What follows belongs to an exercise in optimizing a design on an open flow for small area; a production flow would make more cautious choices.
RTL that was checked went through simulation tests only; none was proved equivalent to the original.
Function not checked in run 1: the RTL went through the layout flow alone.

## design/flow/run.sh

```bash
#!/bin/bash
# synth_recipe.tcl (not shown) runs the flow's synth.tcl, then flattens the netlist and writes it again
# the make line also repeats each setting of config.mk as NAME=value (left out here)
make -C /OpenROAD-flow-scripts/flow DESIGN_CONFIG=/design/flow/config.mk WORK_HOME=/design/flow/orfs CLKGATE_MAP_FILE= SYNTH_SCRIPT=/design/flow/synth_recipe.tcl finish
```

## design/flow/config.mk

```make
export PLATFORM = sky130hd
export DESIGN_NAME = ALU
export DESIGN_NICKNAME = ALU
export VERILOG_FILES = /design/flow/design.v
export SDC_FILE = /design/flow/constraint.sdc
export NUM_CORES = 4
export LEC_CHECK = 0
export CAP_MARGIN = 20
export CORE_MARGIN = 2
export CORE_UTILIZATION = 40
export SLEW_MARGIN = 20
export SYNTH_HIERARCHICAL = 1
export SYNTH_MINIMUM_KEEP_SIZE = 0
```

## design/flow/constraint.sdc

```tcl
create_clock -name core_clock -period 20.0 [get_ports {CLK}]
set_input_delay 4.0000 -clock core_clock [delete_from_list [all_inputs] [get_ports {CLK}]]
set_output_delay 4.0000 -clock core_clock [all_outputs]
set_load 0.01 [all_outputs]
```

## design/flow/design.v

```verilog
`timescale 1ns / 1ps
module ALU1module(ra,rb,op,cf,af,RA,CFA,AFA,OFA,CFC,AFC);
	input [15:0] ra,rb;
	input [4:0] op;
	input cf,af;
	output reg [15:0] RA;
	output wire CFA,AFA,OFA,CFC,AFC;
	wire MA = af | (ra[3] & (ra[2] | ra[1]));
	wire MDj = cf | (ra[7] & (ra[6] | ra[5]));
	wire [15:0] Sal = op[3] ? {9'b0, MDj, MDj, 2'b0, MA, MA, 1'b0} : {7'b0, MA, 5'b0, MA, MA, 1'b0};
	wire [15:0] BA = op[4] ? Sal : rb;
	assign AFC = op[4] & MA;
	assign CFC = op[4] & (op[3] ? MDj : MA);
	wire sub = op[0];
	wire ci = (cf & op[1] & ~op[2]) ^ sub;
	wire [15:0] Bx = BA ^ {16{sub}};
	wire [16:0] ac;
	wire [15:0] RSUM;
	assign ac[0] = ci;
	genvar gi;
	generate for (gi = 0; gi < 16; gi = gi + 1) begin: gad
		FullAdder fa(ra[gi], Bx[gi], ac[gi], RSUM[gi], ac[gi+1]);
	end endgenerate
	always @(*)
		case (op[2:0])
			3'b001: RA = ra | BA;
			3'b100: RA = ra & BA;
			3'b110: RA = ra ^ BA;
			default: RA = RSUM;
		endcase
	wire arith = ~((op[2:0] == 3'b001) | (op[2:0] == 3'b100) | (op[2:0] == 3'b110));
	assign CFA = arith & (ac[16] ^ sub);
	assign AFA = arith & (ac[4] ^ sub);
	assign OFA = arith & (ac[15] ^ ac[16]);
endmodule
`timescale 1ns / 1ps
module ALU2module(ra,rb,V,cf,op,RB,CFB,OFB);
	input [15:0] ra;
	input [3:0] rb;
	input V,cf;
	input [2:0] op;
	output wire [15:0] RB;
	output wire CFB,OFB;
	wire [3:0] k = V ? 4'd1 : rb;
	wire k0 = ~|k;
	wire left = ~op[0];
	wire [3:0] s = (k ^ {4{left}}) + {3'b0, left};
	wire useRa = ~left | ~op[1] & ~op[2] | k0;
	wire useRa1 = left & op[1] & ~op[2] & ~k0;
	wire [15:0] ra1 = {cf, ra[15:1]};
	wire [15:0] Wl = ({16{useRa}} & ra) | ({16{useRa1}} & ra1);
	wire selA = left | ~op[1] & ~op[2];
	wire selS = ~left & op[1] & op[2];
	wire selC = ~left & op[1] & ~op[2];
	wire [14:0] rc = {ra[13:0], cf};
	wire [14:0] Wh = ({15{selA}} & ra[14:0]) | ({15{selS}} & {15{ra[15]}}) | ({15{selC}} & rc);
	wire [30:0] W = {Wh, Wl};
	wire [22:0] T1 = s[3] ? W[30:8] : W[22:0];
	wire [18:0] T2 = s[2] ? T1[22:4] : T1[18:0];
	wire [16:0] T3 = s[1] ? T2[18:2] : T2[16:0];
	assign RB = s[0] ? T3[16:1] : T3[15:0];
	wire nm = (op == 3'b010) | (op[2] & op[0]);
	wire plus = (op == 3'b010) | (op[2] & ~op[0]);
	wire [3:0] idx = (k ^ {4{nm}}) + (plus ? 4'd1 : 4'd15);
	wire cfm = ra[idx];
	reg c;
	always @(*)
		casez (op)
			3'b000: c = RB[15];
			3'b001: c = RB[0];
			3'b01?: c = k0 ? cf : cfm;
			default: c = (k == 4'd15) ? 1'b0 : cfm;
		endcase
	assign CFB = c;
	assign OFB = ra[15] ^ RB[15];
endmodule
`timescale 1ns / 1ps
module Divi16bits(D,A0,B,Comp,R,Cout);
	input [15:0] D,B;
	input A0,Comp;
	output wire [15:0] R;
	output wire Cout;
	wire [16:0] c;
	wire [16:0] X = {D, A0};
	assign c[0] = Comp;
	genvar gi;
	generate for (gi = 0; gi < 16; gi = gi + 1) begin: gdv
		FullAdder fa(X[gi], B[gi] ^ Comp, c[gi], R[gi], c[gi+1]);
	end endgenerate
	assign Cout = Comp ? (X[16] | c[16]) : (X[16] & c[16]);
endmodule
`timescale 1ns / 1ps
module FullAdder(A,B,Cin,R,Cout);
	input A,B,Cin;
	output wire R,Cout;
	wire R1,O1,O2;
	assign R1=A^B;
	assign O1=A&B;
	assign R=R1^Cin;
	assign O2=R1&Cin;
	assign Cout=O1|O2;
endmodule 
module Multi(A,B,RN);
	input [15:0] A,B;
	output [31:0] RN;
	wire [255:0] pp;
	genvar i,j;
	generate for (i=0;i<16;i=i+1) begin: g
		for (j=0;j<16;j=j+1) begin: h
			assign pp[i*16+j] = ~(A[j] & B[i]);
		end
	end endgenerate
	wire t1;
	wire t2;
	wire t3;
	wire t4;
	wire t5;
	wire t6;
	wire t7;
	wire t8;
	wire t9;
	wire t10;
	wire t11;
	wire t12;
	wire t13;
	wire t14;
	wire t15;
	wire t16;
	wire t17;
	wire t18;
	wire t19;
	wire t20;
	wire t21;
	wire t22;
	wire t23;
	wire t24;
	wire t25;
	wire t26;
	wire t27;
	wire t28;
	wire t29;
	wire t30;
	wire t31;
	wire t32;
	wire t33;
	wire t34;
	wire t35;
	wire t36;
	wire t37;
	wire t38;
	wire t39;
	wire t40;
	wire t41;
	wire t42;
	wire t43;
	wire t44;
	wire t45;
	wire t46;
	wire t47;
	wire t48;
	wire t49;
	wire t50;
	wire t51;
	wire t52;
	wire t53;
	wire t54;
	wire t55;
	wire t56;
	wire t57;
	wire t58;
	wire t59;
	wire t60;
	wire t61;
	wire t62;
	wire t63;
	wire t64;
	wire t65;
	wire t66;
	wire t67;
	wire t68;
	wire t69;
	wire t70;
	wire t71;
	wire t72;
	wire t73;
	wire t74;
	wire t75;
	wire t76;
	wire t77;
	wire t78;
	wire t79;
	wire t80;
	wire t81;
	wire t82;
	wire t83;
	wire t84;
	wire t85;
	wire t86;
	wire t87;
	wire t88;
	wire t89;
	wire t90;
	wire t91;
	wire t92;
	wire t93;
	wire t94;
	wire t95;
	wire t96;
	wire t97;
	wire t98;
	wire t99;
	wire t100;
	wire t101;
	wire t102;
	wire t103;
	wire t104;
	wire t105;
	wire t106;
	wire t107;
	wire t108;
	wire t109;
	wire t110;
	wire t111;
	wire t112;
	wire t113;
	wire t114;
	wire t115;
	wire t116;
	wire t117;
	wire t118;
	wire t119;
	wire t120;
	wire t121;
	wire t122;
	wire t123;
	wire t124;
	wire t125;
	wire t126;
	wire t127;
	wire t128;
	wire t129;
	wire t130;
	wire t131;
	wire t132;
	wire t133;
	wire t134;
	wire t135;
	wire t136;
	wire t137;
	wire t138;
	wire t139;
	wire t140;
	wire t141;
	wire t142;
	wire t143;
	wire t144;
	wire t145;
	wire t146;
	wire t147;
	wire t148;
	wire t149;
	wire t150;
	wire t151;
	wire t152;
	wire t153;
	wire t154;
	wire t155;
	wire t156;
	wire t157;
	wire t158;
	wire t159;
	wire t160;
	wire t161;
	wire t162;
	wire t163;
	wire t164;
	wire t165;
	wire t166;
	wire t167;
	wire t168;
	wire t169;
	wire t170;
	wire t171;
	wire t172;
	wire t173;
	wire t174;
	wire t175;
	wire t176;
	wire t177;
	wire t178;
	wire t179;
	wire t180;
	wire t181;
	wire t182;
	wire t183;
	wire t184;
	wire t185;
	wire t186;
	wire t187;
	wire t188;
	wire t189;
	wire t190;
	wire t191;
	wire t192;
	wire t193;
	wire t194;
	wire t195;
	wire t196;
	wire t197;
	wire t198;
	wire t199;
	wire t200;
	wire t201;
	wire t202;
	wire t203;
	wire t204;
	wire t205;
	wire t206;
	wire t207;
	wire t208;
	wire t209;
	wire t210;
	wire t211;
	wire t212;
	wire t213;
	wire t214;
	wire t215;
	wire t216;
	wire t217;
	wire t218;
	wire t219;
	wire t220;
	wire t221;
	wire t222;
	wire t223;
	wire t224;
	wire t225;
	wire t226;
	wire t227;
	wire t228;
	wire t229;
	wire t230;
	wire t231;
	wire t232;
	wire t233;
	wire t234;
	wire t235;
	wire t236;
	wire t237;
	wire t238;
	wire t239;
	wire t240;
	wire t241;
	wire t242;
	wire t243;
	wire t244;
	wire t245;
	wire t246;
	wire t247;
	wire t248;
	wire t249;
	wire t250;
	wire t251;
	wire t252;
	wire t253;
	wire t254;
	wire t255;
	wire t256;
	wire t257;
	wire t258;
	wire t259;
	wire t260;
	wire t261;
	wire t262;
	wire t263;
	wire t264;
	wire t265;
	wire t266;
	wire t267;
	wire t268;
	wire t269;
	wire t270;
	wire t271;
	wire t272;
	wire t273;
	wire t274;
	wire t275;
	wire t276;
	wire t277;
	wire t278;
	wire t279;
	wire t280;
	wire t281;
	wire t282;
	wire t283;
	wire t284;
	wire t285;
	wire t286;
	wire t287;
	wire t288;
	wire t289;
	wire t290;
	wire t291;
	wire t292;
	wire t293;
	wire t294;
	wire t295;
	wire t296;
	wire t297;
	wire t298;
	wire t299;
	wire t300;
	wire t301;
	wire t302;
	wire t303;
	wire t304;
	wire t305;
	wire t306;
	wire t307;
	wire t308;
	wire t309;
	wire t310;
	wire t311;
	wire t312;
	wire t313;
	wire t314;
	wire t315;
	wire t316;
	wire t317;
	wire t318;
	wire t319;
	wire t320;
	wire t321;
	wire t322;
	wire t323;
	wire t324;
	wire t325;
	wire t326;
	wire t327;
	wire t328;
	wire t329;
	wire t330;
	wire t331;
	wire t332;
	wire t333;
	wire t334;
	wire t335;
	wire t336;
	wire t337;
	wire t338;
	wire t339;
	wire t340;
	wire t341;
	wire t342;
	wire t343;
	wire t344;
	wire t345;
	wire t346;
	wire t347;
	wire t348;
	wire t349;
	wire t350;
	wire t351;
	wire t352;
	wire t353;
	wire t354;
	wire t355;
	wire t356;
	wire t357;
	wire t358;
	wire t359;
	wire t360;
	wire t361;
	wire t362;
	wire t363;
	wire t364;
	wire t365;
	wire t366;
	wire t367;
	wire t368;
	wire t369;
	wire t370;
	wire t371;
	wire t372;
	wire t373;
	wire t374;
	wire t375;
	wire t376;
	wire t377;
	wire t378;
	wire t379;
	wire t380;
	wire t381;
	wire t382;
	wire t383;
	wire t384;
	wire t385;
	wire t386;
	wire t387;
	wire t388;
	wire t389;
	wire t390;
	wire t391;
	wire t392;
	wire t393;
	wire t394;
	wire t395;
	wire t396;
	wire t397;
	wire t398;
	wire t399;
	wire t400;
	wire t401;
	wire t402;
	wire t403;
	wire t404;
	wire t405;
	wire t406;
	wire t407;
	wire t408;
	wire t409;
	wire t410;
	wire t411;
	wire t412;
	wire t413;
	wire t414;
	wire t415;
	wire t416;
	wire t417;
	wire t418;
	wire t419;
	wire t420;
	wire t421;
	wire t422;
	wire t423;
	wire t424;
	wire t425;
	wire t426;
	wire t427;
	wire t428;
	wire t429;
	wire t430;
	wire t431;
	wire t432;
	wire t433;
	wire t434;
	wire t435;
	wire t436;
	wire t437;
	wire t438;
	wire t439;
	wire t440;
	wire t441;
	wire t442;
	wire t443;
	wire t444;
	wire t445;
	wire t446;
	wire t447;
	wire t448;
	wire t449;
	wire t450;
	wire t451;
	wire t452;
	wire t453;
	wire t454;
	wire t455;
	wire t456;
	wire t457;
	wire t458;
	wire t459;
	wire t460;
	wire t461;
	wire t462;
	wire t463;
	wire t464;
	wire t465;
	wire t466;
	wire t467;
	wire t468;
	wire t469;
	wire t470;
	wire t471;
	wire t472;
	wire t473;
	wire t474;
	wire t475;
	wire t476;
	wire t477;
	wire t478;
	wire t479;
	wire t480;
	wire t481;
	wire t482;
	wire t483;
	wire t484;
	wire t485;
	wire t486;
	wire t487;
	wire t488;
	wire t489;
	wire t490;
	wire t491;
	wire t492;
	wire t493;
	wire t494;
	wire t495;
	wire t496;
	wire t497;
	wire t498;
	wire t499;
	wire t500;
	wire t501;
	wire t502;
	wire t503;
	wire t504;
	wire t505;
	wire t506;
	wire t507;
	wire t508;
	wire t509;
	wire t510;
	wire t511;
	wire t512;
	wire t513;
	wire t514;
	wire t515;
	wire t516;
	wire t517;
	wire t518;
	wire t519;
	wire t520;
	wire t521;
	wire t522;
	wire t523;
	wire t524;
	wire t525;
	wire t526;
	wire t527;
	wire t528;
	wire t529;
	wire t530;
	wire t531;
	wire t532;
	HalfAdderN ht1(pp[13],pp[28],t1,t2);
	FullAdder ft3(pp[14],pp[29],pp[44],t3,t4);
	HalfAdderN ht5(pp[59],pp[74],t5,t6);
	FullAdder ft7(pp[15],pp[30],pp[45],t7,t8);
	FullAdder ft9(pp[60],pp[75],pp[90],t9,t10);
	HalfAdderN ht11(pp[105],pp[120],t11,t12);
	FullAdder ft13(pp[31],pp[46],pp[61],t13,t14);
	FullAdder ft15(pp[76],pp[91],pp[106],t15,t16);
	HalfAdderN ht17(pp[121],pp[136],t17,t18);
	FullAdder ft19(pp[47],pp[62],pp[77],t19,t20);
	FullAdder ft21(pp[92],pp[107],pp[122],t21,t22);
	FullAdder ft23(pp[63],pp[78],pp[93],t23,t24);
	HalfAdderN ht25(pp[9],pp[24],t25,t26);
	FullAdder ft27(pp[10],pp[25],pp[40],t27,t28);
	HalfAdderN ht29(pp[55],pp[70],t29,t30);
	FullAdder ft31(pp[11],pp[26],pp[41],t31,t32);
	FullAdder ft33(pp[56],pp[71],pp[86],t33,t34);
	HalfAdderN ht35(pp[101],pp[116],t35,t36);
	FullAdder ft37(pp[12],pp[27],pp[42],t37,t38);
	FullAdder ft39(pp[57],pp[72],pp[87],t39,t40);
	FullAdder ft41(pp[102],pp[117],pp[132],t41,t42);
	HalfAdderN ht43(pp[147],pp[162],t43,t44);
	FullAdder ft45(t1,pp[43],pp[58],t45,t46);
	FullAdder ft47(pp[73],pp[88],pp[103],t47,t48);
	FullAdder ft49(pp[118],pp[133],pp[148],t49,t50);
	FullAdder ft51(pp[163],pp[178],pp[193],t51,t52);
	FullAdder ft53(t2,t3,t5,t53,t54);
	FullAdder ft55(pp[89],pp[104],pp[119],t55,t56);
	FullAdder ft57(pp[134],pp[149],pp[164],t57,t58);
	FullAdder ft59(pp[179],pp[194],pp[209],t59,t60);
	FullAdder ft61(t4,t6,t7,t61,t62);
	FullAdder ft63(t9,t11,pp[135],t63,t64);
	FullAdder ft65(pp[150],pp[165],pp[180],t65,t66);
	FullAdder ft67(pp[195],pp[210],pp[225],t67,t68);
	FullAdder ft69(t8,t10,t12,t69,t70);
	FullAdder ft71(t13,t15,t17,t71,t72);
	FullAdder ft73(pp[151],pp[166],pp[181],t73,t74);
	FullAdder ft75(pp[196],pp[211],pp[226],t75,t76);
	FullAdder ft77(t14,t16,t18,t77,t78);
	FullAdder ft79(t19,t21,pp[137],t79,t80);
	FullAdder ft81(pp[152],pp[167],pp[182],t81,t82);
	FullAdder ft83(pp[197],pp[212],pp[227],t83,t84);
	FullAdder ft85(t20,t22,t23,t85,t86);
	FullAdder ft87(pp[108],pp[123],pp[138],t87,t88);
	FullAdder ft89(pp[153],pp[168],pp[183],t89,t90);
	FullAdder ft91(pp[198],pp[213],pp[228],t91,t92);
	FullAdder ft93(t24,pp[79],pp[94],t93,t94);
	FullAdder ft95(pp[109],pp[124],pp[139],t95,t96);
	FullAdder ft97(pp[154],pp[169],pp[184],t97,t98);
	FullAdder ft99(pp[199],pp[214],pp[229],t99,t100);
	FullAdder ft101(pp[95],pp[110],pp[125],t101,t102);
	FullAdder ft103(pp[140],pp[155],pp[170],t103,t104);
	FullAdder ft105(pp[185],pp[200],pp[215],t105,t106);
	FullAdder ft107(pp[111],pp[126],pp[141],t107,t108);
	FullAdder ft109(pp[156],pp[171],pp[186],t109,t110);
	FullAdder ft111(pp[127],pp[142],pp[157],t111,t112);
	HalfAdderN ht113(pp[6],pp[21],t113,t114);
	FullAdder ft115(pp[7],pp[22],pp[37],t115,t116);
	HalfAdderN ht117(pp[52],pp[67],t117,t118);
	FullAdder ft119(pp[8],pp[23],pp[38],t119,t120);
	FullAdder ft121(pp[53],pp[68],pp[83],t121,t122);
	HalfAdderN ht123(pp[98],pp[113],t123,t124);
	FullAdder ft125(t25,pp[39],pp[54],t125,t126);
	FullAdder ft127(pp[69],pp[84],pp[99],t127,t128);
	FullAdder ft129(pp[114],pp[129],pp[144],t129,t130);
	FullAdder ft131(t26,t27,t29,t131,t132);
	FullAdder ft133(pp[85],pp[100],pp[115],t133,t134);
	FullAdder ft135(pp[130],pp[145],pp[160],t135,t136);
	FullAdder ft137(t28,t30,t31,t137,t138);
	FullAdder ft139(t33,t35,pp[131],t139,t140);
	FullAdder ft141(pp[146],pp[161],pp[176],t141,t142);
	FullAdder ft143(t32,t34,t36,t143,t144);
	FullAdder ft145(t37,t39,t41,t145,t146);
	FullAdder ft147(t43,pp[177],pp[192],t147,t148);
	FullAdder ft149(t38,t40,t42,t149,t150);
	FullAdder ft151(t44,t45,t47,t151,t152);
	FullAdder ft153(t49,t51,pp[208],t153,t154);
	FullAdder ft155(t46,t48,t50,t155,t156);
	FullAdder ft157(t52,t53,t55,t157,t158);
	FullAdder ft159(t57,t59,pp[224],t159,t160);
	FullAdder ft161(t54,t56,t58,t161,t162);
	FullAdder ft163(t60,t61,t63,t163,t164);
	FullAdder ft165(t65,t67,pp[240],t165,t166);
	FullAdder ft167(t62,t64,t66,t167,t168);
	FullAdder ft169(t68,t69,t71,t169,t170);
	FullAdder ft171(t73,t75,pp[241],t171,t172);
	FullAdder ft173(t70,t72,t74,t173,t174);
	FullAdder ft175(t76,t77,t79,t175,t176);
	FullAdder ft177(t81,t83,pp[242],t177,t178);
	FullAdder ft179(t78,t80,t82,t179,t180);
	FullAdder ft181(t84,t85,t87,t181,t182);
	FullAdder ft183(t89,t91,pp[243],t183,t184);
	FullAdder ft185(t86,t88,t90,t185,t186);
	FullAdder ft187(t92,t93,t95,t187,t188);
	FullAdder ft189(t97,t99,pp[244],t189,t190);
	FullAdder ft191(t94,t96,t98,t191,t192);
	FullAdder ft193(t100,t101,t103,t193,t194);
	FullAdder ft195(t105,pp[230],pp[245],t195,t196);
	FullAdder ft197(t102,t104,t106,t197,t198);
	FullAdder ft199(t107,t109,pp[201],t199,t200);
	FullAdder ft201(pp[216],pp[231],pp[246],t201,t202);
	FullAdder ft203(t108,t110,t111,t203,t204);
	FullAdder ft205(pp[172],pp[187],pp[202],t205,t206);
	FullAdder ft207(pp[217],pp[232],pp[247],t207,t208);
	FullAdder ft209(t112,pp[143],pp[158],t209,t210);
	FullAdder ft211(pp[173],pp[188],pp[203],t211,t212);
	FullAdder ft213(pp[218],pp[233],pp[248],t213,t214);
	FullAdder ft215(pp[159],pp[174],pp[189],t215,t216);
	FullAdder ft217(pp[204],pp[219],pp[234],t217,t218);
	FullAdder ft219(pp[175],pp[190],pp[205],t219,t220);
	HalfAdderN ht221(pp[4],pp[19],t221,t222);
	FullAdder ft223(pp[5],pp[20],pp[35],t223,t224);
	HalfAdderN ht225(pp[50],pp[65],t225,t226);
	FullAdder ft227(t113,pp[36],pp[51],t227,t228);
	FullAdder ft229(pp[66],pp[81],pp[96],t229,t230);
	FullAdder ft231(t114,t115,t117,t231,t232);
	FullAdder ft233(pp[82],pp[97],pp[112],t233,t234);
	FullAdder ft235(t116,t118,t119,t235,t236);
	FullAdder ft237(t121,t123,pp[128],t237,t238);
	FullAdder ft239(t120,t122,t124,t239,t240);
	FullAdder ft241(t125,t127,t129,t241,t242);
	FullAdder ft243(t126,t128,t130,t243,t244);
	FullAdder ft245(t131,t133,t135,t245,t246);
	FullAdder ft247(t132,t134,t136,t247,t248);
	FullAdder ft249(t137,t139,t141,t249,t250);
	FullAdder ft251(t138,t140,t142,t251,t252);
	FullAdder ft253(t143,t145,t147,t253,t254);
	FullAdder ft255(t144,t146,t148,t255,t256);
	FullAdder ft257(t149,t151,t153,t257,t258);
	FullAdder ft259(t150,t152,t154,t259,t260);
	FullAdder ft261(t155,t157,t159,t261,t262);
	FullAdder ft263(t156,t158,t160,t263,t264);
	FullAdder ft265(t161,t163,t165,t265,t266);
	FullAdder ft267(t162,t164,t166,t267,t268);
	FullAdder ft269(t167,t169,t171,t269,t270);
	FullAdder ft271(t168,t170,t172,t271,t272);
	FullAdder ft273(t173,t175,t177,t273,t274);
	FullAdder ft275(t174,t176,t178,t275,t276);
	FullAdder ft277(t179,t181,t183,t277,t278);
	FullAdder ft279(t180,t182,t184,t279,t280);
	FullAdder ft281(t185,t187,t189,t281,t282);
	FullAdder ft283(t186,t188,t190,t283,t284);
	FullAdder ft285(t191,t193,t195,t285,t286);
	FullAdder ft287(t192,t194,t196,t287,t288);
	FullAdder ft289(t197,t199,t201,t289,t290);
	FullAdder ft291(t198,t200,t202,t291,t292);
	FullAdder ft293(t203,t205,t207,t293,t294);
	FullAdder ft295(t204,t206,t208,t295,t296);
	FullAdder ft297(t209,t211,t213,t297,t298);
	FullAdder ft299(t210,t212,t214,t299,t300);
	FullAdder ft301(t215,t217,pp[249],t301,t302);
	FullAdder ft303(t216,t218,t219,t303,t304);
	FullAdder ft305(pp[220],pp[235],pp[250],t305,t306);
	FullAdder ft307(t220,pp[191],pp[206],t307,t308);
	FullAdder ft309(pp[221],pp[236],pp[251],t309,t310);
	FullAdder ft311(pp[207],pp[222],pp[237],t311,t312);
	HalfAdderN ht313(pp[3],pp[18],t313,t314);
	FullAdder ft315(t221,pp[34],pp[49],t315,t316);
	FullAdder ft317(t222,t223,t225,t317,t318);
	FullAdder ft319(t224,t226,t227,t319,t320);
	FullAdder ft321(t228,t230,t231,t321,t322);
	FullAdder ft323(t232,t234,t235,t323,t324);
	FullAdder ft325(t236,t238,t239,t325,t326);
	FullAdder ft327(t240,t242,t243,t327,t328);
	FullAdder ft329(t244,t246,t247,t329,t330);
	FullAdder ft331(t248,t250,t251,t331,t332);
	FullAdder ft333(t252,t254,t255,t333,t334);
	FullAdder ft335(t256,t258,t259,t335,t336);
	FullAdder ft337(t260,t262,t263,t337,t338);
	FullAdder ft339(t264,t266,t267,t339,t340);
	FullAdder ft341(t268,t270,t271,t341,t342);
	FullAdder ft343(t272,t274,t275,t343,t344);
	FullAdder ft345(t276,t278,t279,t345,t346);
	FullAdder ft347(t280,t282,t283,t347,t348);
	FullAdder ft349(t284,t286,t287,t349,t350);
	FullAdder ft351(t288,t290,t291,t351,t352);
	FullAdder ft353(t292,t294,t295,t353,t354);
	FullAdder ft355(t296,t298,t299,t355,t356);
	FullAdder ft357(t300,t302,t303,t357,t358);
	FullAdder ft359(t304,t306,t307,t359,t360);
	FullAdder ft361(t308,t310,t311,t361,t362);
	FullAdder ft363(t312,pp[223],pp[238],t363,t364);
	HalfAdderN ht365(pp[2],pp[17],t365,t366);
	FullAdder ft367(t313,pp[33],pp[48],t367,t368);
	FullAdder ft369(t314,t315,pp[64],t369,t370);
	FullAdder ft371(t316,t317,pp[80],t371,t372);
	FullAdder ft373(t318,t319,t229,t373,t374);
	FullAdder ft375(t320,t321,t233,t375,t376);
	FullAdder ft377(t322,t323,t237,t377,t378);
	FullAdder ft379(t324,t325,t241,t379,t380);
	FullAdder ft381(t326,t327,t245,t381,t382);
	FullAdder ft383(t328,t329,t249,t383,t384);
	FullAdder ft385(t330,t331,t253,t385,t386);
	FullAdder ft387(t332,t333,t257,t387,t388);
	FullAdder ft389(t334,t335,t261,t389,t390);
	FullAdder ft391(t336,t337,t265,t391,t392);
	FullAdder ft393(t338,t339,t269,t393,t394);
	FullAdder ft395(t340,t341,t273,t395,t396);
	FullAdder ft397(t342,t343,t277,t397,t398);
	FullAdder ft399(t344,t345,t281,t399,t400);
	FullAdder ft401(t346,t347,t285,t401,t402);
	FullAdder ft403(t348,t349,t289,t403,t404);
	FullAdder ft405(t350,t351,t293,t405,t406);
	FullAdder ft407(t352,t353,t297,t407,t408);
	FullAdder ft409(t354,t355,t301,t409,t410);
	FullAdder ft411(t356,t357,t305,t411,t412);
	FullAdder ft413(t358,t359,t309,t413,t414);
	FullAdder ft415(t360,t361,pp[252],t415,t416);
	FullAdder ft417(t362,t363,pp[253],t417,t418);
	FullAdder ft419(t364,pp[239],pp[254],t419,t420);
	HalfAdderN ht421(pp[1],pp[16],t421,t422);
	FullAdder ft423(t365,pp[32],t422,t423,t424);
	FullAdder ft425(t366,t367,t424,t425,t426);
	FullAdder ft427(t368,t369,t426,t427,t428);
	FullAdder ft429(t370,t371,t428,t429,t430);
	FullAdder ft431(t372,t373,t430,t431,t432);
	FullAdder ft433(t374,t375,t432,t433,t434);
	FullAdder ft435(t376,t377,t434,t435,t436);
	FullAdder ft437(t378,t379,t436,t437,t438);
	FullAdder ft439(t380,t381,t438,t439,t440);
	FullAdder ft441(t382,t383,t440,t441,t442);
	FullAdder ft443(t384,t385,t442,t443,t444);
	FullAdder ft445(t386,t387,t444,t445,t446);
	FullAdder ft447(t388,t389,t446,t447,t448);
	FullAdder ft449(t390,t391,t448,t449,t450);
	HalfAdderN ht451(t392,t393,t451,t452);
	assign t453 = t392 ^ t393;
	assign t454 = t392 & t393;
	FullAdder ft455(t394,t395,t452,t455,t456);
	FullAdder ft457(t394,t395,t454,t457,t458);
	FullAdder ft459(t396,t397,t456,t459,t460);
	FullAdder ft461(t396,t397,t458,t461,t462);
	FullAdder ft463(t398,t399,t460,t463,t464);
	FullAdder ft465(t398,t399,t462,t465,t466);
	FullAdder ft467(t400,t401,t464,t467,t468);
	FullAdder ft469(t400,t401,t466,t469,t470);
	FullAdder ft471(t402,t403,t468,t471,t472);
	FullAdder ft473(t402,t403,t470,t473,t474);
	FullAdder ft475(t404,t405,t472,t475,t476);
	FullAdder ft477(t404,t405,t474,t477,t478);
	FullAdder ft479(t406,t407,t476,t479,t480);
	FullAdder ft481(t406,t407,t478,t481,t482);
	assign t483 = t450 ? t451 : t453;
	assign t484 = t450 ? t455 : t457;
	assign t485 = t450 ? t459 : t461;
	assign t486 = t450 ? t463 : t465;
	assign t487 = t450 ? t467 : t469;
	assign t488 = t450 ? t471 : t473;
	assign t489 = t450 ? t475 : t477;
	assign t490 = t450 ? t479 : t481;
	assign t491 = t450 ? t480 : t482;
	HalfAdderN ht492(t408,t409,t492,t493);
	assign t494 = t408 ^ t409;
	assign t495 = t408 & t409;
	FullAdder ft496(t410,t411,t493,t496,t497);
	FullAdder ft498(t410,t411,t495,t498,t499);
	FullAdder ft500(t412,t413,t497,t500,t501);
	FullAdder ft502(t412,t413,t499,t502,t503);
	FullAdder ft504(t414,t415,t501,t504,t505);
	FullAdder ft506(t414,t415,t503,t506,t507);
	FullAdder ft508(t416,t417,t505,t508,t509);
	FullAdder ft510(t416,t417,t507,t510,t511);
	FullAdder ft512(t418,t419,t509,t512,t513);
	FullAdder ft514(t418,t419,t511,t514,t515);
	FullAdder ft516(t420,pp[255],t513,t516,t517);
	FullAdder ft518(t420,pp[255],t515,t518,t519);
	FullAdder ft520(1'b1,1'b1,t517,t520,t521);
	FullAdder ft522(1'b1,1'b1,t519,t522,t523);
	assign t524 = t491 ? t492 : t494;
	assign t525 = t491 ? t496 : t498;
	assign t526 = t491 ? t500 : t502;
	assign t527 = t491 ? t504 : t506;
	assign t528 = t491 ? t508 : t510;
	assign t529 = t491 ? t512 : t514;
	assign t530 = t491 ? t516 : t518;
	assign t531 = t491 ? t520 : t522;
	assign t532 = t491 ? t521 : t523;
	assign RN = {t531, t530, t529, t528, t527, t526, t525, t524, t490, t489, t488, t487, t486, t485, t484, t483, t449, t447, t445, t443, t441, t439, t437, t435, t433, t431, t429, t427, t425, t423, t421, pp[0]};
endmodule
module HalfAdderN(A,B,R,Cout);
	input A,B;
	output wire R,Cout;
	XnorGate X(A,B,R);
	assign Cout=A|B;
endmodule
module XnorGate(A,B,R);
	input A,B;
	output wire R;
	assign R=~(A^B);
endmodule
`timescale 1ns / 1ps
module SemiAdderIni(A,B,R,Cout);
	input A,B;
	output wire R,Cout;
	assign R=A^B;
	assign Cout=A&B;
endmodule 
`timescale 1ns / 1ps
module UnidadProducto(ra,rb,rd,p,Q,RE,opA,opB,opD,R1,R2,CF);
	input [15:0] ra,rb,rd;
	input [3:0] p;
	input [15:0] Q,RE;
	output wire [15:0] opA,opB,opD;
	output reg [15:0] R1;
	output wire [15:0] R2;
	output wire CF;
	wire [15:0] AA = (p[3] & p[2]) ? {8'b0, p[0] ? ra[15:8] : ra[7:0]} : ra;
	wire sgnA = p[1] & ~p[3] & (p[2] ? (p[0] ? rd[15] : ra[15]) : (p[0] ? ra[15] : ra[7]));
	wire NI = p[3] & ~p[2];
	wire c2inA = sgnA | NI;
	wire CA = sgnA | (NI & p[0]);
	wire c2inB = p[1] & ~p[3] & (p[0] ? rb[15] : rb[7]);
	wire c2out = ~p[3] & (sgnA ^ c2inB);
	wire [16:0] pfA, pfB;
	wire [15:0] pfD;
	assign pfA[0] = 1'b0;
	assign pfB[0] = 1'b0;
	assign pfD[0] = pfA[16];
	genvar gi;
	generate for (gi = 0; gi < 16; gi = gi + 1) begin: gpf
		assign pfA[gi+1] = pfA[gi] | ra[gi];
		assign pfB[gi+1] = pfB[gi] | rb[gi];
		if (gi > 0) begin: gd
			assign pfD[gi] = pfD[gi-1] | rd[gi-1];
		end
	end endgenerate
	assign opA = AA ^ ({16{c2inA}} & ({16{~CA}} | pfA[15:0]));
	wire [15:0] DR = rd ^ ({16{c2inA}} & ({16{~CA}} | pfD));
	assign opB = rb ^ ({16{c2inB}} & pfB[15:0]);
	assign opD = p[0] ? DR : 16'h0000;
	wire [31:0] prodn;
	Multi Mult(opA, opB, prodn);
	wire [31:0] prod = ~prodn;
	wire [15:0] RMUL = prod[15:0];
	wire [15:0] RMUL2 = prod[31:16];
	wire [15:0] Bq = opB & {16{~Q[0]}};
	wire [15:0] rc;
	wire [15:0] REDIV;
	SemiAdderIni rc0(RE[0], Bq[0], REDIV[0], rc[1]);
	generate for (gi = 1; gi < 15; gi = gi + 1) begin: grv
		FullAdder fa(RE[gi], Bq[gi], rc[gi], REDIV[gi], rc[gi+1]);
	end endgenerate
	assign REDIV[15] = RE[15] ^ Bq[15] ^ rc[15];
	wire [15:0] opR1 = p[2] ? Q : RMUL;
	wire [15:0] opR2 = p[2] ? REDIV : RMUL2;
	wire [16:0] po1, po2;
	assign po1[0] = 1'b0;
	assign po2[0] = ~p[2] & po1[16];
	generate for (gi = 0; gi < 16; gi = gi + 1) begin: gng
		assign po1[gi+1] = po1[gi] | opR1[gi];
		assign po2[gi+1] = po2[gi] | opR2[gi];
	end endgenerate
	wire [15:0] C2R1 = opR1 ^ ({16{c2out}} & po1[15:0]);
	wire [15:0] C2R2 = opR2 ^ ({16{c2out}} & po2[15:0]);
	wire [15:0] opR = (p[2] & ~p[0]) ? {C2R2[7:0], C2R1[7:0]} : C2R1;
	wire [7:0] aad = RMUL[7:0] + ra[7:0];
	always @(*)
		casez (p)
			4'b0???: R1 = opR;
			4'b10??: R1 = opA;
			4'b1100: R1 = {{8{ra[7]}}, ra[7:0]};
			4'b1101: R1 = {16{ra[15]}};
			4'b1110: R1 = {Q[7:0], REDIV[7:0]};
			4'b1111: R1 = {8'b0, aad};
		endcase
	assign R2 = C2R2;
	assign CF = |RMUL2;
endmodule
`timescale 1ns / 1ps
module ALU(CLK,RST,A,V,op,WA,WB,WD,WR,ENADi,opFL,R1,R2,FLAGS,FL,FINP,IF);
	input CLK,RST;
	input [15:0] A;
	input V;
	input [5:0] op;
	input WA,WB,WD,ENADi;
	input [1:0] WR;
	input [2:0] opFL;
	output wire [15:0] R1,R2,FLAGS;
	output wire [5:0] FL;
	output wire FINP,IF;
	reg [15:0] ra, rb, rd;
	always @(posedge CLK or posedge RST)
		if (RST) ra <= 16'h0000; else if (WA) ra <= A;
	always @(posedge CLK or posedge RST)
		if (RST) rb <= 16'h0000; else if (WB) rb <= A;
	always @(posedge CLK or posedge RST)
		if (RST) rd <= 16'h0000; else if (WD) rd <= A;
	reg cf, pf, af, zf, sf, fi, df, of;
	wire [15:0] opA, opB, opD, PR1;
	wire CFD;
	reg [15:0] RE, Q;
	UnidadProducto UnidPro(ra, rb, rd, op[3:0], Q, RE, opA, opB, opD, PR1, R2, CFD);
	reg [3:0] PRE;
	wire P0 = |PRE;
	wire A0 = opA[~PRE];
	wire C = P0 ? Q[5'd16 - {1'b0, PRE}] : 1'b1;
	wire [15:0] Ro;
	wire Co;
	Divi16bits Step(P0 ? RE : opD, A0, opB, C, Ro, Co);
	wire dena = ENADi | P0;
	always @(posedge CLK or posedge RST)
		if (RST) PRE <= 4'd0;
		else if (dena) PRE <= PRE + 4'd1;
	always @(posedge CLK or posedge RST)
		if (RST) RE <= 16'h0000;
		else if (dena) RE <= Ro;
	integer i;
	always @(posedge CLK or posedge RST)
		if (RST) Q <= 16'h0000;
		else for (i = 0; i < 16; i = i + 1)
			if (dena && (PRE == 15 - i)) Q[i] <= Co;
	assign FINP = ~P0;
	wire [15:0] RA;
	wire CFA, AFA, OFA, CFC, AFC;
	ALU1module ALU1(ra, rb, op[4:0], cf, af, RA, CFA, AFA, OFA, CFC, AFC);
	wire [15:0] RB;
	wire CFB, OFB;
	ALU2module ALU2(ra, rb[3:0], V, cf, op[2:0], RB, CFB, OFB);
	reg [15:0] R;
	always @(*)
		case (op[4:3])
			2'b01: R = RB;
			2'b10: R = {RA[15:8], 4'b0, RA[3:0]};
			default: R = RA;
		endcase
	assign R1 = op[5] ? PR1 : R;
	reg CF, OF;
	always @(*)
		case (op[5:3])
			3'b000: begin CF = CFA; OF = OFA; end
			3'b001: begin CF = CFB; OF = OFB; end
			3'b010, 3'b011: begin CF = CFC; OF = OFA; end
			3'b100, 3'b101: begin CF = CFD; OF = CFD; end
			default: begin CF = 1'b0; OF = 1'b0; end
		endcase
	wire AF = op[4] ? AFC : AFA;
	wire P = ~^R1;
	wire Z = ~|R1;
	wire S = R1[15];
	wire we = WR[1] | WR[0];
	wire RSTCF = (opFL == 3'b001);
	wire TOGCF = (opFL == 3'b010);
	wire SETCF = (opFL == 3'b011);
	wire RSTDF = (opFL == 3'b100);
	wire SETDF = (opFL == 3'b101);
	wire RSTIF = (opFL == 3'b110);
	wire SETIF = (opFL == 3'b111);
	wire w10 = WR[1] & ~WR[0];
	always @(posedge CLK or posedge RST)
		if (RST) cf <= 1'b0;
		else if (SETCF) cf <= 1'b1;
		else if (TOGCF) cf <= ~cf;
		else if (we | RSTCF) cf <= (WR[1] ? A[0] : CF) & ~RSTCF;
	always @(posedge CLK or posedge RST)
		if (RST) begin pf <= 1'b0; af <= 1'b0; zf <= 1'b0; sf <= 1'b0; end
		else if (we) begin
			pf <= WR[1] ? A[2] : P;
			af <= WR[1] ? A[4] : AF;
			zf <= WR[1] ? A[6] : Z;
			sf <= WR[1] ? A[7] : S;
		end
	always @(posedge CLK or posedge RST)
		if (RST) fi <= 1'b1;
		else if (RSTIF) fi <= 1'b0;
		else if (SETIF) fi <= 1'b1;
		else if (w10) fi <= A[9];
	always @(posedge CLK or posedge RST)
		if (RST) df <= 1'b0;
		else if (SETDF) df <= 1'b1;
		else if (w10 | RSTDF) df <= A[10] & ~RSTDF;
	always @(posedge CLK or posedge RST)
		if (RST) of <= 1'b0;
		else if (WR[1] ^ WR[0]) of <= WR[1] ? A[11] : OF;
	assign FLAGS = {4'b0, of, df, fi, 1'b0, sf, zf, 1'b0, af, 1'b0, pf, 1'b0, cf};
	assign FL = {df, cf, zf, sf, of, pf};
	assign IF = fi;
endmodule
```

==> results of run 1 <==
worst max path at each step:
| stage | slack (ns) | from | endpoint |
|---|---|---|---|
| after floorplan | 2.01 | op[0] | R1[14] |
| after CTS | 0.65 | op[3] | R1[14] |
| after detailed placement | 0.64 | op[3] | R1[14] |
| after global placement | 0.90 | op[3] | R1[14] |
| after global routing | 0.08 | op[3] | R1[14] |
| final | 0.55 | op[3] | R1[14] |
per-module statistics from Yosys (local to each module, per instance):
module | copies in the design | flip-flops and latches | cells | cell area, µm²
ALU1module | 1 | 0 | 218 | 1585
ALU | 1 | 92 | 458 | 5244
XnorGate | 18 | 0 | 1 | 8.758
Divi16bits | 1 | 0 | 19 | 182.7
FullAdder | 283 | 0 | 1 | 20.02
ALU2module | 1 | 0 | 266 | 1896
UnidadProducto | 1 | 0 | 588 | 3741
SemiAdderIni | 1 | 0 | 1 | 12.51
Multi | 1 | 0 | 373 | 1684
HalfAdderN | 18 | 0 | 1 | 6.256
kinds of logic (layout without fill, tap and decap cells):
group                      after synthesis  in the layout  synth area share, %
AOI/OAI and AO/OA                      389            389                12.86
xor gates and xnor gates               167            167                7.342
adders and majority gates              350            350                32.14
buffers and inverters                  313            274                7.798
DFF                                     92             92                11.36
muxes                                  220            220                12.61
other                                    2             12              0.03703
and+or+nand+nor                        709            709                15.86
sequential cells by signal (all words and copies together), names as in the netlist, 4 cells and up:
name / cells
Q: 16
RE: 16
ra: 16
rb: 16
rd: 16
PRE: 4
layout make-up:
class | count | area (µm²)
Inverter | 97 | 366.6
Tap cell | 672 | 840.8
Timing Repair Buffer | 161 | 1399
Fill cell | 4980 | 28330
Multi-Input combinational cell | 1847 | 16500
Clock buffer | 10 | 239.0
Sequential cell | 92 | 2303
Clock inverter | 6 | 86.33
worst min-delay path, cell delays in order (launching register included):
cell and delay [ns]:
dfrtp_1 0.37, nand2_1 0.05, o21ai_0 0.06
cell usage after synthesis (all sizes together), types with 6 or more instances:
library cell / number / share of area, %
a22oi: 18 / 0.67
o211ai: 20 / 0.79
nand2: 411 / 7.6
nor4: 12 / 0.55
a211oi: 12 / 0.44
nand2b: 18 / 0.56
o31ai: 9 / 0.33
o2bb2ai: 8 / 0.35
fa: 285 / 28
a21oi: 105 / 2.6
xnor2: 100 / 4.4
nor3: 19 / 0.49
or2: 20 / 0.62
xor2: 67 / 2.9
or4: 6 / 0.22
o21ai: 80 / 2.0
nand4: 15 / 0.46
nor2: 108 / 2.0
mux4: 13 / 1.5
clkbuf: 120 / 2.4
o22ai: 6 / 0.19
nand3: 23 / 0.57
nor2b: 19 / 0.66
buf: 96 / 3.6
a32oi: 11 / 0.48
o221ai: 9 / 0.39
a221o: 6 / 0.30
mux2: 128 / 7.1
a2bb2oi: 12 / 0.52
ha: 64 / 3.9
inv: 96 / 1.8
dfrtp: 91 / 11
a21o: 9 / 0.34
o21a: 20 / 0.74
and3: 11 / 0.35
a31oi: 11 / 0.34
and2: 22 / 0.68
mux2i: 79 / 4.0
a221oi: 16 / 0.69
per-layer routing:
layer  track usage (%)  routed length [µm]  share of wire [%]  vias up
met3             4.905                6009                8.5      162
met4             9.558                2880                4.1        4
li1                  -                   -                  -     7458
met1             36.97               29530                 42     8654
met2             42.54               31930                 45      800
met5                 0                  27              0.038        -
==> impl_metrics.yaml, run 1 <==
detailed_routing:
  drt_first_pass_iters: 6
  postRouteAntennaNets: 0
  post_drt_wl_per_cell_um: 24.40
  drc: 0
  via_per_inst: 5.920
  drt_iter0_drc: 1815
  vias: 17080
  wl_mm: 70.38
die:
  die_x_um: 229.2
  die-height_um: 229.2
  start_util_pct: 40.51
  core_um2: 50070
  io-pin-count: 90
  dieArea_um2: 52520
  std_cell_rows: 82
global_routing:
  grt_usage_pct: 26.91
  grt_pass1_wl_mm: 108.3
  antenna_found_initial: 4
  first_global_vias: 17560
  grt_max_degree: 68
  grt.overflow.total: 0
yosys:
  syn_area_per_cell_um2: 9.046
  synth_cells: 2242
  ys_dominant_reg_cell: "dfrtp_1"
  ys_ff_latch: 92
  async_reset_ff_share_pct: 100.0
  yosysUniqueCellTypes: 102
  yosys_warnings: 10
  ys_seq_area_share_pct: 11.36
  synth-edff-count: 0
  synth.cell_area_um2: 20280
final_layout:
  final_common_cell: "nand2_1"
  utilization_pct: 43.42
  mostFrequentLayoutCells: "411 x nand2_1, 285 x fa_1, 127 x mux2_2"
  fin_nets: 2591
  drive_gt1_share_pct: 12.83
  diodes: 0
  layout.cells.non_filler: 2885
  area_growth_pct: 7.194
  fin_area_um2: 21740
critical_path:
  slowest_delay_ns: 0.60
  cp.required_ns: 16.00
  cp.depth: 34
  cp-end-kind: "output port"
  cpMostUsedCell: "fa_1"
  critPathKind: "input pin to output port"
  crit_arrival_ns: 15.45
  r2r_cells: 39
  r2r-end: "pf"
  critPathTopFamily: "adder cells"
  crit_buf_inv: 6
  path_max_fanout: 24
  critPathSlowestCell: "fa_1"
  startpoint_type: "input pin"
  r2r_slack_ns: 7.37
  timing.rr.start: "ra[15]"
clock_network:
  cts_resized: 0
  cts-root-buf: "clkbuf_16"
  clockBufferDepth: 2
  clock_latency_ns: 0.37
  holdBufCountCts: 0
  cts_sinks: 92
  cts_setup_buffers: 0
  h-tree-depth: 3
  cts_made_buffers: 9
  clk_pin_slew_ns: 0.07
  cts_tree: "built"
min_path:
  holdPathStages: 2
  hold_path_end: "zf"
  hold_class: "flip-flop to flip-flop"
  worst_hold_startpoint: "zf"
timing:
  tns_ns: 0
  fin_crit_ns: 19.45
  hold_viol_final: 0
  whs_ns: 0.5111
  setup_ws_ns: 0.5479
  post-route-period-util_pct: 97.26
  slew_violations: 0
  fin_skew_ns: 0.01262
  slew_headroom_pct: 18.47
  rsz0062_at_grt: "no"
  finalSetupViolCount: 0
  worst_pin_slew_ns: 1.222
  max_clock_freq_mhz: 51.41
job:
  drv_cap: 0
placement:
  portBuffers: 81
  place_ws_ns: 0.6402
  placed_cells: 2869
  hpwl_mm: 54.29
  gp_congestion: 0.9946
  dpl-instance-area_um2: 21410
outcome:
  outcome: "finished clean"
==> run 2, diff against run 1 <==
--- a/design/flow/design.v
+++ b/design/flow/design.v
@@ -23,10 +23,8 @@
 	end endgenerate
-	always @(*)
-		case (op[2:0])
-			3'b001: RA = ra | BA;
-			3'b100: RA = ra & BA;
-			3'b110: RA = ra ^ BA;
-			default: RA = RSUM;
-		endcase
+	wire [3:0] tt = {~op[1], op[0] | op[1], op[0] | op[1], 1'b0};
 	wire arith = ~((op[2:0] == 3'b001) | (op[2:0] == 3'b100) | (op[2:0] == 3'b110));
+	integer j;
+	always @(*)
+		for (j = 0; j < 16; j = j + 1)
+			RA[j] = arith ? RSUM[j] : tt[{ra[j], BA[j]}];
 	assign CFA = arith & (ac[16] ^ sub);
@@ -77,2 +75,14 @@
 `timescale 1ns / 1ps
+module DetectorParidad(A,P);
+	input [15:0] A;
+	output wire P;
+	assign P=~(^A[15:0]);
+endmodule
+`timescale 1ns / 1ps
+module DetectorZero(A,Z);
+	input [15:0] A;
+	output wire Z;
+	assign Z=~|A;
+endmodule
+`timescale 1ns / 1ps
 module Divi16bits(D,A0,B,Comp,R,Cout);
@@ -1080,4 +1090,5 @@
 	wire AF = op[4] ? AFC : AFA;
-	wire P = ~^R1;
-	wire Z = ~|R1;
+	wire P, Z;
+	DetectorParidad Parid(R1, P);
+	DetectorZero Zer(R1, Z);
 	wire S = R1[15];
==> impl_metrics.yaml, run 2 <==
timing:
  fin_skew_ns: 0.01973
  post-route-period-util_pct: 97.13
  hold_viol_final: 0
  slew_violations: 0
  tns_ns: 0
  max_clock_freq_mhz: 51.48
  whs_ns: 0.5189
  slew_headroom_pct: 25.42
  worst_pin_slew_ns: 1.111
  finalSetupViolCount: 0
  fin_crit_ns: 19.43
  rsz0062_at_grt: "no"
die:
  io-pin-count: 90
  die-height_um: 226.5
  die_x_um: 226.5
  core_um2: 48950
  dieArea_um2: 51290
  std_cell_rows: 81
  start_util_pct: 40.45
global_routing:
  grt_usage_pct: 26.68
  grt.overflow.total: 0
  grt_max_degree: 84
  first_global_vias: 17310
  grt_pass1_wl_mm: 103.9
  antenna_found_initial: 0
final_layout:
  layout.cells.non_filler: 2823
  mostFrequentLayoutCells: "419 x nand2_1, 285 x fa_1, 123 x mux2_2"
  area_growth_pct: 7.185
  drive_gt1_share_pct: 12.88
  final_common_cell: "nand2_1"
  fin_nets: 2496
  utilization_pct: 43.35
detailed_routing:
  vias: 16880
  drt_first_pass_iters: 8
  drt_iter0_drc: 1738
  via_per_inst: 5.978
  postRouteAntennaNets: 0
  wl_mm: 66.78
  drc: 0
  post_drt_wl_per_cell_um: 23.66
critical_path:
  critPathSlowestCell: "xnor2_1"
  path_max_fanout: 14
  cp.required_ns: 16.00
  cp-end-kind: "output port"
  crit_arrival_ns: 15.43
  slowest_delay_ns: 0.72
  critPathTopFamily: "adder cells"
  crit_buf_inv: 3
  startpoint_type: "input pin"
  timing.rr.start: "ra[15]"
  critPathKind: "input pin to output port"
  r2r-end: "pf"
  r2r_cells: 38
  r2r_slack_ns: 7.46
  cpMostUsedCell: "fa_1"
yosys:
  yosysMostFrequentCell: "nand2_1"
  ys_ff_latch: 92
  syn_area_per_cell_um2: 9.024
  synth_commonest_cells: "419 x nand2_1, 285 x fa_1, 123 x mux2_2"
  synth_largest_area_cell: "fa_1"
  async_reset_ff_share_pct: 100.0
  synth-edff-count: 0
  ys_seq_area_share_pct: 11.63
  synth_top_cell_area_share_pct: 28.82
  yosysUniqueCellTypes: 99
  yosys_warnings: 10
  synth.cell_area_um2: 19800
  synth_cells: 2194
  synthTopCellsByArea: "fa_1 29%, dfrtp_1 12%, nand2_1 7.9%, mux2_2 7.0%, xnor2_1 4.7%"
  ys_dominant_reg_cell: "dfrtp_1"
clock_network:
  holdBufCountCts: 0
  clock_latency_ns: 0.38
  cts-root-buf: "clkbuf_16"
  clk_pin_slew_ns: 0.09
  cts_sinks: 92
  h-tree-depth: 3
  clockBufferDepth: 2
  cts_tree: "built"
  cts_resized: 0
  cts_setup_buffers: 0
  cts_made_buffers: 9
min_path:
  holdPathStages: 2
  hold_class: "flip-flop to flip-flop"
  worst_hold_startpoint: "pf"
  hold_path_end: "pf"
placement:
  placed_cells: 2806
  gp_congestion: 1.022
  portBuffers: 81
  hpwl_mm: 50.49
outcome:
  outcome: "finished clean"
job:
  drv_cap: 0
## run 2: worst max-delay path by stage
stage                from  endpoint  slack, ns  cells after the start
detailed placement  op[3]    R2[15]       0.81                     30
global placement    op[3]    R1[14]       0.94                     32
CTS                 op[3]    R2[15]       0.75                     30
finish              op[3]    R2[15]       0.57                     30
global route        op[3]    R2[15]       0.07                     30
floorplan           op[2]    R2[15]       1.98                     35
## run 2: cells by family after synthesis
logic type	after synthesis	synth area share (%)
xor gates and xnor gates	187	8.310
other	2	0.03793
buffers and inverters	250	6.553
AOI/OAI and AO/OA	391	13.03
muxes	215	12.67
and+or+nand+nor	747	17.37
adders and majority gates	310	30.39
DFF	92	11.63
## run 2: per-layer routing
| metal | vias to the layer above | part of all wire, % | global-route usage, % |
|---|---|---|---|
| met1 | 8667 | 42 | 37.03 |
| met2 | 794 | 46 | 42.89 |
| met5 | - | 0 | 0 |
| li1 | 7323 | - | - |
| met4 | 0 | 1.9 | 5.857 |
| met3 | 92 | 9.2 | 5.611 |
## run 2: cell type report
class | count | area [µm²]
clock buffer | 9 | 225.2
tap | 664 | 830.8
clock inverter | 7 | 80.08
timing repair buffer | 156 | 1376
antenna | 1 | 2.502
inverter | 32 | 122.6
fill | 4823 | 27730
multi-input combinational | 1862 | 16280
sequential | 92 | 2303
## run 2: metrics by stage
| step | cell area [µm²] | setup slack, ns |
|---|---|---|
| after floorplan | 19840 | 1.977 |
| after global placement | 20910 | 0.9449 |
| after detailed placement | 20910 | 0.8125 |
| after CTS | 21220 | 0.7502 |
| after global routing | 21220 | 0.07446 |
| final | 21220 | 0.5738 |
## run 2: Yosys stat by module (local to each module, per instance), a selection
module / times used / cells / flip-flops and latches
ALU2module: 1 / 266 / 0
DetectorParidad: 1 / 15 / 0
DetectorZero: 1 / 5 / 0
FullAdder: 283 / 1 / 0
SemiAdderIni: 1 / 1 / 0
XnorGate: 18 / 1 / 0
HalfAdderN: 18 / 1 / 0
## run 2: worst register-to-register path, delay by kind of cell (launching register included)
kind	cells	cell delay (ns)
buffers and inverters	3	0.97
AOI/OAI and AO/OA	7	1.97
muxes	3	0.74
and+or+nand+nor	6	0.89
xor gates and xnor gates	5	1.33
adders and majority gates	14	5.99
DFF	1	0.60
==> run 3, diff against run 2 <==
==> design/flow/flow/run.sh (new file) <==
#!/bin/bash
# The standard layout, with plain buf_1 cells as the port buffers
set -euo pipefail
export BUFFER_PORTS_ARGS="-buffer_cell sky130_fd_sc_hd__buf_1"
bash standard.sh > standard.log 2>&1
==> design/flow/standard.sh (new file) <==
#!/bin/bash
# synth_recipe.tcl (not shown) runs the flow's synth.tcl, then flattens the netlist and writes it again
# the make line also repeats each setting of config.mk as NAME=value (left out here)
make -C /OpenROAD-flow-scripts/flow DESIGN_CONFIG=/design/flow/config.mk WORK_HOME=/design/flow/orfs CLKGATE_MAP_FILE= SYNTH_SCRIPT=/design/flow/synth_recipe.tcl "${@:-finish}"
--- a/design/flow/config.mk
+++ b/design/flow/config.mk
@@ -9,3 +9,4 @@
 export CORE_MARGIN = 2
-export CORE_UTILIZATION = 40
+export CORE_UTILIZATION = 65
+export CTS_BUF_LIST = sky130_fd_sc_hd__clkbuf_8
 export SLEW_MARGIN = 20
removed: design/flow/run.sh
==> impl_metrics.yaml, run 3 <==
die:
  dieArea_um2: 31870
  die-height_um: 178.5
  die_x_um: 178.5
  std_cell_rows: 63
  io-pin-count: 90
  start_util_pct: 66.45
  core_um2: 29800
clock_network:
  cts_tree: "built"
  holdBufCountCts: 0
  cts_resized: 0
  clock_latency_ns: 0.40
  clk_pin_slew_ns: 0.11
  h-tree-depth: 3
  cts-root-buf: "clkbuf_8"
  cts_made_buffers: 9
  clockBufferDepth: 2
  cts_setup_buffers: 0
  cts_sinks: 92
yosys:
  synth-edff-count: 0
  synth_commonest_cells: "419 x nand2_1, 285 x fa_1, 123 x mux2_2"
  yosys_warnings: 10
  synth_largest_area_cell: "fa_1"
  synth_top_cell_area_share_pct: 28.82
  synth_cells: 2194
  yosysUniqueCellTypes: 99
  async_reset_ff_share_pct: 100.0
  syn_area_per_cell_um2: 9.024
  ys_dominant_reg_cell: "dfrtp_1"
  synth.cell_area_um2: 19800
  synthTopCellsByArea: "fa_1 29%, dfrtp_1 12%, nand2_1 7.9%, mux2_2 7.0%, xnor2_1 4.7%"
  ys_seq_area_share_pct: 11.63
  ys_ff_latch: 92
  yosysMostFrequentCell: "nand2_1"
critical_path:
  critPathSlowestCell: "fa_1"
  critPathKind: "input pin to output port"
  critPathTopFamily: "adder cells"
  cp.required_ns: 16.00
  cpMostUsedCell: "fa_1"
  crit_arrival_ns: 14.75
  crit_buf_inv: 5
  timing.rr.start: "ra[7]"
  slowest_delay_ns: 0.59
  cp-end-kind: "output port"
  cp-startpoint: "op[2]"
  path_max_fanout: 43
  startpoint_type: "input pin"
final_layout:
  diodes: 0
  fin_nets: 2489
  drive_gt1_share_pct: 12.46
  final_common_cell: "nand2_1"
  area_growth_pct: 2.022
  mostFrequentLayoutCells: "419 x nand2_1, 285 x fa_1, 123 x mux2_2"
outcome:
  outcome: "finished clean"
global_routing:
  grt_pass1_wl_mm: 94.59
  grt_usage_pct: 39.27
  grt_max_degree: 60
  grt.overflow.total: 0
  antenna_found_initial: 0
  first_global_vias: 16770
timing:
  fin_skew_ns: 0.01622
  slew_violations: 0
  slew_headroom_pct: 32.00
  whs_ns: 0.5227
  fin_crit_ns: 18.75
  max_clock_freq_mhz: 53.34
  finalSetupViolCount: 0
  hold_viol_final: 0
  rsz0062_at_grt: "no"
  setup_ws_ns: 1.251
  tns_ns: 0
  post-route-period-util_pct: 93.74
  worst_pin_slew_ns: 1.013
detailed_routing:
  vias: 16710
  drt_first_pass_iters: 6
  drc: 0
  postRouteAntennaNets: 0
  wl_mm: 60.35
  post_drt_wl_per_cell_um: 23.75
  via_per_inst: 6.576
  drt_iter0_drc: 1827
placement:
  portBuffers: 81
  gp_congestion: 0.9443
  place_ws_ns: 1.244
  hpwl_mm: 45.77
min_path:
  worst_hold_startpoint: "zf"
  hold_class: "flip-flop to flip-flop"
job:
  drv_cap: 0
run 3: cell counts after synthesis:
No cell type changed its count.
run 3: metal layers:
layer	vias up	GRT usage [%]	share of wire [%]	wire (µm)
met4	0	14.63	4.2	2533
met5	-	0	0	0
met2	942	59.72	45	26940
met3	180	9.932	10	6318
met1	8280	54.44	41	24560
li1	7308	-	-	-
run 3: logic make-up (layout without fill, tap and decap cells):
kind of cell    Yosys count  in the layout  synth area share (%)
other cells               2             12               0.03793
compound gates          391            391                 13.03
flops                    92             92                 11.63
simple gates            747            747                 17.37
buf+inv                 250            197                 6.553
mux                     215            215                 12.67
xor+xnor                187            187                 8.310
fa+ha+maj               310            310                 30.39
run 3: path summary, 6_finish.rpt:
| kind | endpoint | slack, ns | depth (start not counted) |
|---|---|---|---|
| min reg2reg | zf | 0.52 | 2 |
| max reg2reg | pf | 7.85 | 36 |
| min in group asynchronous | of | 3.58 | 2 |
| min | zf | 0.52 | 2 |
| max | R1[11] | 1.25 | 35 |
| max in group asynchronous | Q[6] | 15.23 | 3 |
run 3: through the flow:
stage / utilization (%) / std cells / area, µm²
final: 67.79 / 2541 / 20200
after global routing: 67.79 / 2541 / 20200
after detailed placement: 67.11 / 2525 / 20000
after global placement: 67.11 / 2525 / 20000
after floorplan: - / 2204 / 19840
after CTS: 67.79 / 2541 / 20200
run 3: area by class of cell:
class / instances / area (µm²)
Clock buffer: 9 / 123.9
Clock inverter: 7 / 80.08
Fill cell: 2526 / 9597
Inverter: 32 / 122.6
Multi-Input combinational cell: 1862 / 16260
Sequential cell: 92 / 2303
Tap cell: 390 / 488.0
Timing Repair Buffer: 149 / 823.3
run 3: per-module statistics from Yosys, one instance, submodules excluded, a selection:
module / cells inside / cell area, µm² / flip-flops and latches
ALU1module: 192 / 1239 / 0
Multi: 373 / 1684 / 0
DetectorZero: 5 / 33.78 / 0
UnidadProducto: 580 / 3714 / 0
DetectorParidad: 15 / 131.4 / 0
FullAdder: 1 / 20.02 / 0
XnorGate: 1 / 8.758 / 0
ALU: 424 / 4971 / 92
HalfAdderN: 1 / 6.256 / 0
ALU2module: 266 / 1896 / 0
run 3: worst min-delay path, stage by stage, from the launching register on:
cell	delay (ns)
dfrtp_1	0.38
nand2_1	0.05
o21ai_0	0.06

==> separate check: timing with driven ports <==
The flow's constraints put no driver on any port. The routed layouts listed below were extracted and timed again, unchanged, in two steps. Step 1 (the two cells are an assumption about what drives the block):
set clk [get_ports {CLK}]
set_driving_cell -lib_cell sky130_fd_sc_hd__clkbuf_16 $clk
set_driving_cell -lib_cell sky130_fd_sc_hd__buf_2 [delete_from_list [all_inputs] $clk]
Step 2 also shifts input and output timing later by t, the mid clock arrival at the registers, as if the neighbouring blocks saw the same clock. Slacks: ideal ports / drivers / drivers and shift; pairs: ideal ports / drivers.
run	shift t [ns]	slack for setup (ns)	worst hold slack (ns)	worst setup path after step 2	clock arrival spread, ns
run 1	0.400	0.548 / 0.458 / 0.458	0.511 / 0.511 / 0.511	input to output	0.013 / 0.012
run 2	0.413	0.574 / 0.531 / 0.531	0.519 / 0.519 / 0.519	input to output	0.020 / 0.020
run 3	0.431	1.251 / 1.219 / 1.219	0.523 / 0.523 / 0.523	input to output	0.017 / 0.017
After both steps every run listed still meets setup and hold. The setup slack of run 1, which loses most, moves by -0.090 ns with the drivers and by -0.090 ns with both steps.
